This design comes from an exercise in tuning for small area and a short achievable clock period on the open sky130 flow, not from production work. The RTL was checked by simulation tests, not by an equivalence proof against the original design. No activity file was given, so power comes from the tool's default toggle rates.

==> module router, before the edit <==
module router (
    input logic clk,
    input logic rst_n,
    input logic [3:0]  req_i,
    input logic [31:0] data_n_i,
    input logic [31:0] data_s_i,
    input logic [31:0] data_e_i,
    input logic [31:0] data_w_i,
    input logic        yumi_i,
    output logic [31:0] data_o,
    output logic        valid_o,
    output logic        busy_o
);
    logic [31:0] buffer [0:63];
    logic [63:0] rsel;         
    logic [7:0]  wlo, whi;     
    logic [7:0]  wlo_g;        
    logic [6:0]  count;
    logic        empty;        
    logic full, write_en, read_en;
    logic [31:0] rdata;
    assign full     = count[6];
    assign write_en = (|req_i) && !full;
    assign read_en  = yumi_i && !empty;
    logic sel_n, sel_s, sel_e, sel_w;
    assign sel_n = req_i[0];
    assign sel_s = !req_i[0] && req_i[1];
    assign sel_e = !req_i[0] && !req_i[1] && req_i[2];
    assign sel_w = !req_i[0] && !req_i[1] && !req_i[2];
    logic [31:0] din_lo, din_hi;
    router_sel4 u_din_lo (.a(data_n_i), .b(data_s_i), .c(data_e_i), .d(data_w_i),
                          .sa(sel_n), .sb(sel_s), .sc(sel_e), .sd(sel_w), .y(din_lo));
    router_sel4 u_din_hi (.a(data_n_i), .b(data_s_i), .c(data_e_i), .d(data_w_i),
                          .sa(sel_n), .sb(sel_s), .sc(sel_e), .sd(sel_w), .y(din_hi));
    always_ff @(posedge clk) begin
        for (int h = 0; h < 8; h++)
            for (int l = 0; l < 8; l++)
                if (whi[h] && wlo_g[l]) buffer[8*h+l] <= (h < 4) ? din_lo : din_hi;
    end
    logic [31:0] grp_n [0:31];
    logic [31:0] or8 [0:7];
    logic [31:0] or16_n [0:3];
    for (genvar k = 0; k < 32; k++) begin : g_grp
        router_rd_grp2 u_grp (.d0(buffer[2*k]), .d1(buffer[2*k+1]),
                              .s0(rsel[2*k]), .s1(rsel[2*k+1]), .y_n(grp_n[k]));
    end
    for (genvar k = 0; k < 8; k++) begin : g_or8
        router_nand4 u_nand (.a(grp_n[4*k]), .b(grp_n[4*k+1]), .c(grp_n[4*k+2]), .d(grp_n[4*k+3]),
                             .y(or8[k]));
    end
    for (genvar k = 0; k < 4; k++) begin : g_or16
        router_nor2 u_nor (.a(or8[2*k]), .b(or8[2*k+1]), .y(or16_n[k]));
    end
    router_nand4 u_nand_last (.a(or16_n[0]), .b(or16_n[1]), .c(or16_n[2]), .d(or16_n[3]), .y(rdata));
    always_ff @(posedge clk) data_o <= rdata;
    logic [6:0] count_next;
    always_comb begin
        if (write_en && !read_en)      count_next = count + 7'd1;
        else if (!write_en && read_en) count_next = count - 7'd1;
        else                           count_next = count;
    end
    logic full_next;
    assign full_next = full ? !read_en : (count == 7'd63) && write_en && !read_en;
    logic [7:0] wlo_next;
    assign wlo_next = write_en ? {wlo[6:0], wlo[7]} : wlo;
    always_ff @(posedge clk or negedge rst_n) begin
        if (!rst_n) begin
            rsel    <= 64'd1;
            wlo     <= 8'd1;
            wlo_g   <= 8'd1;
            whi     <= 8'd1;
            count   <= 7'd0;
            empty   <= 1'b1;
            valid_o <= 1'b0;
            busy_o  <= 1'b0;
        end else begin
            valid_o <= read_en;
            busy_o  <= (count >= 7'd60);
            if (read_en) rsel <= {rsel[62:0], rsel[63]};
            wlo   <= wlo_next;
            wlo_g <= full_next ? 8'd0 : wlo_next;
            if (write_en && wlo[7]) whi <= {whi[6:0], whi[7]};
            count <= count_next;
            empty <= (empty && !write_en) || (count == 7'd1 && read_en && !write_en);
        end
    end
endmodule
==> flow/config.mk <==
export PLATFORM = sky130hd
export DESIGN_NAME = router
export DESIGN_NICKNAME = router
export VERILOG_FILES = /design/flow/design.v
export SDC_FILE = /design/flow/constraint.sdc
export NUM_CORES = 4
export LEC_CHECK = 0
export ABC_CLOCK_PERIOD_IN_PS = 2300
export CAP_MARGIN = 20
export CORE_MARGIN = 2
export CORE_UTILIZATION = 60
export CTS_CLUSTER_DIAMETER = 80
export CTS_CLUSTER_SIZE = 25
export PLACE_DENSITY = 0.7
export SETUP_SLACK_MARGIN = 2.7
export SLEW_MARGIN = 20
export SYNTH_HIERARCHICAL = 1
export SYNTH_MINIMUM_KEEP_SIZE = 0
export TNS_END_PERCENT = 100
==> flow/constraint.sdc <==
create_clock -name core_clock -period 5.0 [get_ports {clk}]
set_input_delay 1.0000 -clock core_clock [delete_from_list [all_inputs] [get_ports {clk}]]
set_output_delay 1.0000 -clock core_clock [all_outputs]
set_load 0.01 [all_outputs]
standard.sh (not shown) runs the stock make flow with config.mk's settings and CLKGATE_MAP_FILE= SYNTH_SCRIPT=/design/flow/synth_recipe.tcl, a recipe that flattens the netlist after the stock synthesis.
==> flow/flow/run.sh <==
#!/bin/bash
set -euo pipefail
cd "$(dirname "$0")/.."
export BUFFER_PORTS_ARGS="-buffer_cell sky130_fd_sc_hd__buf_1"
export PRE_GLOBAL_ROUTE_TCL="$PWD/flow/pess_rc.tcl"
bash standard.sh > standard.log 2>&1
==> flow/flow/pess_rc.tcl <==
# Pessimistic wire parasitics for the timing repair after global routing: the platform's
# layer RC scaled by 1.25, so that repair leaves margin for the detailed route.
set_layer_rc -layer li1 -capacitance [expr {1.25*1.499e-04}] -resistance [expr {1.25*7.176e-02}]
set_layer_rc -layer met1 -capacitance [expr {1.25*1.72375E-04}] -resistance [expr {1.25*8.929e-04}]
set_layer_rc -layer met2 -capacitance [expr {1.25*1.36233E-04}] -resistance [expr {1.25*8.929e-04}]
set_layer_rc -layer met3 -capacitance [expr {1.25*2.14962E-04}] -resistance [expr {1.25*1.567e-04}]
set_layer_rc -layer met4 -capacitance [expr {1.25*1.48128E-04}] -resistance [expr {1.25*1.567e-04}]
set_layer_rc -layer met5 -capacitance [expr {1.25*1.54087E-04}] -resistance [expr {1.25*1.781e-05}]
The first run finished with timing, DRC and antenna clean.
Then changed:
--- a/flow/design.v
+++ b/flow/design.v
@@ -54,8 +54,9 @@
     router_nand4 u_nand_last (.a(or16_n[0]), .b(or16_n[1]), .c(or16_n[2]), .d(or16_n[3]), .y(rdata));
     always_ff @(posedge clk) data_o <= rdata;
-    logic [6:0] count_next;
+    logic [6:0] count_inc, count_dec, count_next;
+    router_incdec u_incdec (.c(count), .inc(count_inc), .dec(count_dec));
     always_comb begin
-        if (write_en && !read_en)      count_next = count + 7'd1;
-        else if (!write_en && read_en) count_next = count - 7'd1;
+        if (write_en && !read_en)      count_next = count_inc;
+        else if (!write_en && read_en) count_next = count_dec;
         else                           count_next = count;
     end
@@ -112,2 +113,9 @@
     assign y = ({32{sa}} & a) | ({32{sb}} & b) | ({32{sc}} & c) | ({32{sd}} & d);
 endmodule
+module router_incdec (
+    input  logic [6:0] c,
+    output logic [6:0] inc, dec
+);
+    assign inc = c + 7'd1;
+    assign dec = c - 7'd1;
+endmodule
Outcome:
- worst setup slack improves by 0.033 ns
- utilization is higher by 0.22 points
- count of clock-buffer cells in the layout is higher by 5
- global-route usage is lower by 0.92 points
- critical path depth is higher by 5
- routed wire length is lower by 1.5%
- design area is higher by 0.46%
- synthesized area hardly moves
- combinational power is higher by about 8%
- power is higher by 1.0%
- cell count is higher by 0.90%


== v10 ==
The RTL this note starts from:
==> flow/design.v <==
module router (
    input logic clk,
    input logic rst_n,
    input logic [3:0]  req_i,
    input logic [31:0] data_n_i,
    input logic [31:0] data_s_i,
    input logic [31:0] data_e_i,
    input logic [31:0] data_w_i,
    input logic        yumi_i,
    output logic [31:0] data_o,
    output logic        valid_o,
    output logic        busy_o
);
    logic [31:0] buffer [0:63];
    logic [63:0] rsel;         
    logic [7:0]  wlo, whi;     
    logic [7:0]  wlo_g;        
    logic [6:0]  count;
    logic        empty;        
    logic full, write_en, read_en;
    logic [31:0] rdata;
    assign full     = count[6];
    assign write_en = (|req_i) && !full;
    assign read_en  = yumi_i && !empty;
    logic sel_n, sel_s, sel_e, sel_w;
    assign sel_n = req_i[0];
    assign sel_s = !req_i[0] && req_i[1];
    assign sel_e = !req_i[0] && !req_i[1] && req_i[2];
    assign sel_w = !req_i[0] && !req_i[1] && !req_i[2];
    logic [31:0] din_lo, din_hi;
    router_sel4 u_din_lo (.a(data_n_i), .b(data_s_i), .c(data_e_i), .d(data_w_i),
                          .sa(sel_n), .sb(sel_s), .sc(sel_e), .sd(sel_w), .y(din_lo));
    router_sel4 u_din_hi (.a(data_n_i), .b(data_s_i), .c(data_e_i), .d(data_w_i),
                          .sa(sel_n), .sb(sel_s), .sc(sel_e), .sd(sel_w), .y(din_hi));
    always_ff @(posedge clk) begin
        for (int h = 0; h < 8; h++)
            for (int l = 0; l < 8; l++)
                if (whi[h] && wlo_g[l]) buffer[8*h+l] <= (h < 4) ? din_lo : din_hi;
    end
    logic [31:0] grp_n [0:31];
    logic [31:0] or8 [0:7];
    logic [31:0] or16_n [0:3];
    for (genvar k = 0; k < 32; k++) begin : g_grp
        router_rd_grp2 u_grp (.d0(buffer[2*k]), .d1(buffer[2*k+1]),
                              .s0(rsel[2*k]), .s1(rsel[2*k+1]), .y_n(grp_n[k]));
    end
    for (genvar k = 0; k < 8; k++) begin : g_or8
        router_nand4 u_nand (.a(grp_n[4*k]), .b(grp_n[4*k+1]), .c(grp_n[4*k+2]), .d(grp_n[4*k+3]),
                             .y(or8[k]));
    end
    for (genvar k = 0; k < 4; k++) begin : g_or16
        router_nor2 u_nor (.a(or8[2*k]), .b(or8[2*k+1]), .y(or16_n[k]));
    end
    router_nand4 u_nand_last (.a(or16_n[0]), .b(or16_n[1]), .c(or16_n[2]), .d(or16_n[3]), .y(rdata));
    always_ff @(posedge clk) data_o <= rdata;
    logic [6:0] count_next;
    always_comb begin
        if (write_en && !read_en)      count_next = count + 7'd1;
        else if (!write_en && read_en) count_next = count - 7'd1;
        else                           count_next = count;
    end
    logic full_next;
    assign full_next = full ? !read_en : (count == 7'd63) && write_en && !read_en;
    logic [7:0] wlo_next;
    assign wlo_next = write_en ? {wlo[6:0], wlo[7]} : wlo;
    always_ff @(posedge clk or negedge rst_n) begin
        if (!rst_n) begin
            rsel    <= 64'd1;
            wlo     <= 8'd1;
            wlo_g   <= 8'd1;
            whi     <= 8'd1;
            count   <= 7'd0;
            empty   <= 1'b1;
            valid_o <= 1'b0;
            busy_o  <= 1'b0;
        end else begin
            valid_o <= read_en;
            busy_o  <= (count >= 7'd60);
            if (read_en) rsel <= {rsel[62:0], rsel[63]};
            wlo   <= wlo_next;
            wlo_g <= full_next ? 8'd0 : wlo_next;
            if (write_en && wlo[7]) whi <= {whi[6:0], whi[7]};
            count <= count_next;
            empty <= (empty && !write_en) || (count == 7'd1 && read_en && !write_en);
        end
    end
endmodule
module router_rd_grp2 (
    input  logic [31:0] d0, d1,
    input  logic        s0, s1,
    output logic [31:0] y_n
);
    assign y_n = ~(({32{s0}} & d0) | ({32{s1}} & d1));
endmodule
module router_nand4 (
    input  logic [31:0] a, b, c, d,
    output logic [31:0] y
);
    assign y = ~(a & b & c & d);
endmodule
module router_nor2 (
    input  logic [31:0] a, b,
    output logic [31:0] y
);
    assign y = ~(a | b);
endmodule
module router_sel4 (
    input  logic [31:0] a, b, c, d,
    input  logic        sa, sb, sc, sd,
    output logic [31:0] y
);
    assign y = ({32{sa}} & a) | ({32{sb}} & b) | ({32{sc}} & c) | ({32{sd}} & d);
endmodule
Settings: LEC_CHECK=0, ABC_CLOCK_PERIOD_IN_PS=2300, CAP_MARGIN=20, CORE_MARGIN=2, CORE_UTILIZATION=60, CTS_CLUSTER_DIAMETER=80, CTS_CLUSTER_SIZE=25, PLACE_DENSITY=0.7, SETUP_SLACK_MARGIN=2.7, SLEW_MARGIN=20, SYNTH_HIERARCHICAL=1, SYNTH_MINIMUM_KEEP_SIZE=0, TNS_END_PERCENT=100; clock period 5.0 ns.
==> flow/flow/run.sh <==
#!/bin/bash
# The standard layout (standard.sh, unchanged synthesis and steps), with one difference:
# the port buffers that global placement inserts are plain sky130_fd_sc_hd__buf_1 cells
# instead of the default choice (clkdlybuf4s50_1 delay cells).
# The whole make output goes to standard.log; ORFS's per-step logs stay under orfs/logs.
set -euo pipefail
cd "$(dirname "$0")/.."
export BUFFER_PORTS_ARGS="-buffer_cell sky130_fd_sc_hd__buf_1"
bash standard.sh > standard.log 2>&1
Changes in v26 relative to v10:
==> flow/design.v, changed modules only <==
module router (
    input logic clk,
    input logic rst_n,
    input logic [3:0]  req_i,
    input logic [31:0] data_n_i,
    input logic [31:0] data_s_i,
    input logic [31:0] data_e_i,
    input logic [31:0] data_w_i,
    input logic        yumi_i,
    output logic [31:0] data_o,
    output logic        valid_o,
    output logic        busy_o
);
    logic [31:0] buffer [0:63];
    logic [63:0] rsel;         
    logic [7:0]  wlo, whi;     
    logic [7:0]  wlo_g;        
    logic [6:0]  count;
    logic        empty;        
    logic full, write_en, read_en;
    logic [31:0] rdata;
    assign full     = count[6];
    assign write_en = (|req_i) && !full;
    assign read_en  = yumi_i && !empty;
    logic sel_n, sel_s, sel_e, sel_w;
    assign sel_n = req_i[0];
    assign sel_s = !req_i[0] && req_i[1];
    assign sel_e = !req_i[0] && !req_i[1] && req_i[2];
    assign sel_w = !req_i[0] && !req_i[1] && !req_i[2];
    logic [31:0] din_lo, din_hi;
    router_sel4 u_din_lo (.a(data_n_i), .b(data_s_i), .c(data_e_i), .d(data_w_i),
                          .sa(sel_n), .sb(sel_s), .sc(sel_e), .sd(sel_w), .y(din_lo));
    router_sel4 u_din_hi (.a(data_n_i), .b(data_s_i), .c(data_e_i), .d(data_w_i),
                          .sa(sel_n), .sb(sel_s), .sc(sel_e), .sd(sel_w), .y(din_hi));
    always_ff @(posedge clk) begin
        for (int h = 0; h < 8; h++)
            for (int l = 0; l < 8; l++)
                if (whi[h] && wlo_g[l]) buffer[8*h+l] <= (h < 4) ? din_lo : din_hi;
    end
    logic [31:0] grp_n [0:21];
    for (genvar k = 0; k < 21; k++) begin : g_grp
        router_rd_grp3 u_grp (.d0(buffer[3*k]), .d1(buffer[3*k+1]), .d2(buffer[3*k+2]),
                              .s0(rsel[3*k]), .s1(rsel[3*k+1]), .s2(rsel[3*k+2]),
                              .y_n(grp_n[k]));
    end
    assign grp_n[21] = ~({32{rsel[63]}} & buffer[63]);
    logic [31:0] or9 [0:7];
    logic [31:0] or18_n [0:3];
    for (genvar k = 0; k < 7; k++) begin : g_or9
        router_nand3 u_nand (.a(grp_n[3*k]), .b(grp_n[3*k+1]), .c(grp_n[3*k+2]), .y(or9[k]));
    end
    assign or9[7] = ~grp_n[21];
    for (genvar k = 0; k < 4; k++) begin : g_or18
        router_nor2 u_nor (.a(or9[2*k]), .b(or9[2*k+1]), .y(or18_n[k]));
    end
    router_nand4 u_nand_last (.a(or18_n[0]), .b(or18_n[1]), .c(or18_n[2]), .d(or18_n[3]), .y(rdata));
    always_ff @(posedge clk) data_o <= rdata;
    logic [6:0] count_next;
    always_comb begin
        if (write_en && !read_en)      count_next = count + 7'd1;
        else if (!write_en && read_en) count_next = count - 7'd1;
        else                           count_next = count;
    end
    logic [7:0] wlo_next;
    assign wlo_next = write_en ? {wlo[6:0], wlo[7]} : wlo;
    always_ff @(posedge clk or negedge rst_n) begin
        if (!rst_n) begin
            rsel    <= 64'd1;
            wlo     <= 8'd1;
            wlo_g   <= 8'd1;
            whi     <= 8'd1;
            count   <= 7'd0;
            empty   <= 1'b1;
            valid_o <= 1'b0;
            busy_o  <= 1'b0;
        end else begin
            valid_o <= read_en;
            busy_o  <= (count >= 7'd60);
            if (read_en) rsel <= {rsel[62:0], rsel[63]};
            wlo   <= wlo_next;
            wlo_g <= count_next[6] ? 8'd0 : wlo_next;
            if (write_en && wlo[7]) whi <= {whi[6:0], whi[7]};
            count <= count_next;
            empty <= (empty && !write_en) || (count == 7'd1 && read_en && !write_en);
        end
    end
endmodule
module router_rd_grp3 (
    input  logic [31:0] d0, d1, d2,
    input  logic        s0, s1, s2,
    output logic [31:0] y_n
);
    assign y_n = ~(({32{s0}} & d0) | ({32{s1}} & d1) | ({32{s2}} & d2));
endmodule
module router_nand3 (
    input  logic [31:0] a, b, c,
    output logic [31:0] y
);
    assign y = ~(a & b & c);
endmodule
// module router_rd_grp2 removed
[summary]
Completing all stages was not enough for v26: its layout failed the final checks because of antenna rules.
v26 vs v10 on number of buffers inserted during clock tree synthesis: v26 is the lower one.
v26 vs v10 on worst setup slack: v26 is the lower one.
v10 -> v26: count of multi-input combinational gates decreased by more than 10%
In v26 the maximum frequency turned out 9.3 MHz lower than in v10.
v26 ends up with higher placer's final routability congestion estimate than v10 does.
Comparing v10 and v26, met2 layer wire length in the routed design is lower on v10.
On v26: total inserted antenna cells is 15 higher than what v10 gave.
Cell count after synthesis: v26 vs v10 down 465
Changes observed in v26 relative to v10: register-to-register slack decreased 0.05 ns, total wire length after detailed routing shrank by about 4.6%, post-route cell area down 1200 µm², fraction of met2 tracks used by global routing went up, via count fell by 2827.
Hold slack: v26 < v10

-- static timing again, ports no longer ideal --
Ports are ideal in the flow. The routed layouts listed here were re-timed in OpenROAD.
Step 1 sets driving cells, clkbuf_16 on the clock port and buf_2 on the other inputs (assumed; they add their load-dependent delay and slew).
Step 2 moves the port delays by t, midway between the first and last clock arrival at a register: inputs arrive t later, outputs are due t later. That takes back most of the time a late clock gives input paths.
Slacks: no drivers / after step 1 / after step 2; pairs: no drivers / after step 1.
run | t, ns | setup slack, ns | worst data-port slew with drivers (ns)
the first run of note 1 | 0.808 | 2.710 / 2.629 / 1.944 | 0.11
the second run of note 1 | 0.831 | 2.743 / 2.615 / 1.785 | 0.20
v10 | 0.808 | 2.628 / 2.628 / 1.885 | 0.11
v26 | 0.802 | 2.574 / 2.574 / 1.883 | 0.24
The setup slack of the second run of note 1, which loses most, moves by -0.128 ns with the drivers and by -0.958 ns with both steps.
